From an optimization exercise on the open Yosys and OpenROAD flow, aimed at small area and a short achievable clock period; shortcuts taken in it are not production practice. In this exercise RTL edits were held to simulation tests only and were not proved equivalent to the original. No activity file was given, so power comes from the tool's default toggle rates.

==> flow/design.v (excerpt) <==
module processor(clk, clear_n, load, dload, laddr, insload,
                 pc, rf_we, rf_waddr, rf_wdata, dm_we, dm_addr, dm_wdata);
Size in the first run: ~57000 um^2 of cells after synthesis.
clock: 16.0 ns
lec_check: 0
cap_margin: 20
core_margin: 2
core_utilization: 60
cts_buf_list: sky130_fd_sc_hd__clkbuf_8
place_density: 0.7
slew_margin: 20
synth_hierarchical: 1
synth_minimum_keep_size: 0
standard.sh (not shown) runs the stock make flow with config.mk's settings and CLKGATE_MAP_FILE= SYNTH_SCRIPT=/design/flow/synth_recipe.tcl, a recipe that flattens the netlist after the stock synthesis.
==> flow/flow/run.sh <==
#!/bin/bash
# The standard layout (standard.sh: unchanged synthesis and steps) with
# these changes to how the layout is made; the clock period and SDC are unchanged:
#  - repair_timing aims for more setup slack than the design's 0.5 ns, so the
#    design is sized for a shorter achieved period;
#  - the reset input is placed next to the two outputs it gates;
#  - ports are buffered with buf_2 (the default pick can be a delay cell);
#  - CTS inserts no dummy loads and clusters up to 15 flip-flops per leaf buffer.
set -euo pipefail
here=$(pwd)
export SETUP_SLACK_MARGIN=9.3
export IO_CONSTRAINTS=$here/flow/io.tcl
export BUFFER_PORTS_ARGS="-buffer_cell sky130_fd_sc_hd__buf_2"
export CTS_ARGS="-sink_clustering_enable -repair_clock_nets -dont_use_dummy_load -buf_list sky130_fd_sc_hd__clkbuf_8 -sink_clustering_size 15 -sink_clustering_max_diameter 50"
bash standard.sh > standard_make.log 2>&1
==> flow/flow/io.tcl <==
# keep the reset input next to the two write-enable outputs it gates
set_io_pin_constraint -group -order -pin_names {rf_we clear_n dm_we}
==> next run, changes <==
--- a/flow/design.v
+++ b/flow/design.v
@@ -37,18 +37,28 @@
 input a, b;
 output y;
 assign y = ~(a | b);
 endmodule
 module orb(a, b, y);  
 input a, b;
 output y;
 assign y = a | ~b;
 endmodule
+module nd4(a, b, c, d, y);
+input a, b, c, d;
+output y;
+assign y = ~(a & b & c & d);
+endmodule
+module nd4o(a, b, c, d, y);
+input a, b, c, d;
+output y;
+assign y = ~(a & b & c & d);
+endmodule
 module nd3(a, b, c, y);
 input a, b, c;
 output y;
 assign y = ~(a & b & c);
 endmodule
 module nd3o(a, b, c, y);
 input a, b, c;
 output y;
 assign y = ~(a & b & c);
@@ -290,22 +300,23 @@
 wire ne = sx | (|padd);                  
 wire [15:0] lg = ({16{is_and}} & a_r & b_r)
                | ({16{is_or}} & (a_r | b_r))
                | {(is_add | is_sub) & r15, 14'd0, is_slt & ult};
 wire [15:0] wdata, wdata_o;  
 wire [15:0] smyf = {1'b1, smy};
 wire [15:0] lgn = ~lg;
 generate
 	for (b = 0; b < 16; b = b + 1) begin : wd
-		wire mn;
-		nr4  um(.a(mrq[b][0]), .b(mrq[b][1]), .c(mrq[b][2]), .d(mrq[b][3]), .y(mn));
-		nd3  u(.a(smyf[b]), .b(lgn[b]), .c(mn), .y(wdata[b]));
-		nd3o uo(.a(smyf[b]), .b(lgn[b]), .c(mn), .y(wdata_o[b]));
+		wire mn0, mn1;
+		nr2  um0(.a(mrq[b][0]), .b(mrq[b][1]), .y(mn0));
+		nr2  um1(.a(mrq[b][2]), .b(mrq[b][3]), .y(mn1));
+		nd4  u(.a(smyf[b]), .b(lgn[b]), .c(mn0), .d(mn1), .y(wdata[b]));
+		nd4o uo(.a(smyf[b]), .b(lgn[b]), .c(mn0), .d(mn1), .y(wdata_o[b]));
 	end
 endgenerate
 wire taken = is_bne & ne;
 wire [15:0] pc2 = pc_r + 16'd2;
 wire [15:0] pcb = pc_r + 16'd2 + {12'd0, rd};
 wire [15:0] pcj = {pc_r[15:13], ir[11:0], 1'b0};
 wire [15:0] npc = is_jmp ? pcj : taken ? pcb : pc2;
 wire [5:0] c3 = pc_r[5:0] + 6'd3;
 wire [5:0] cb3 = pc_r[5:0] + 6'd3 + {2'd0, rd};
Result:
- via count rose slightly
- hold slack improved by 0.028 ns
- global-route usage rose by 1.5 points
- flip-flop and latch count does not change
- routed wire length rose by a few percent
- synthesized area barely changes
- total power fell slightly
- clock-buffer cell count rose by 10
- cell area fell slightly
- synthesized cell count rose slightly
- setup slack got worse by 0.19 ns
- maximum frequency fell by a few percent

afterwards: timing with drivers on the ports:
The results above use ideal ports. As a check the final layouts listed here were re-extracted and re-timed, cells and wires unchanged. Step 1: set_driving_cell puts a clkbuf_16 on clk and a buf_2 on each other input, an assumption about the parent block. Step 2 adds t to the input delays and takes it off the output delays; t is the mean of the earliest and latest rising clock arrival at the registers after step 1. Input paths then give back, and output paths get back, about the clock's delay inside the block. Slacks: ideal ports / drivers / drivers and shift; pairs: ideal ports / drivers.
run | t (ns) | slack for setup (ns) | worst data-port slew with drivers (ns)
the first run | 0.848 | 9.085 / 9.015 / 9.038 | 0.18
the second run | 0.869 | 8.898 / 8.834 / 9.094 | 0.18
After both steps setup and hold are still met in every run listed. The setup slack of the first run, which loses most, moves by -0.070 ns with the drivers and by -0.047 ns with both steps.
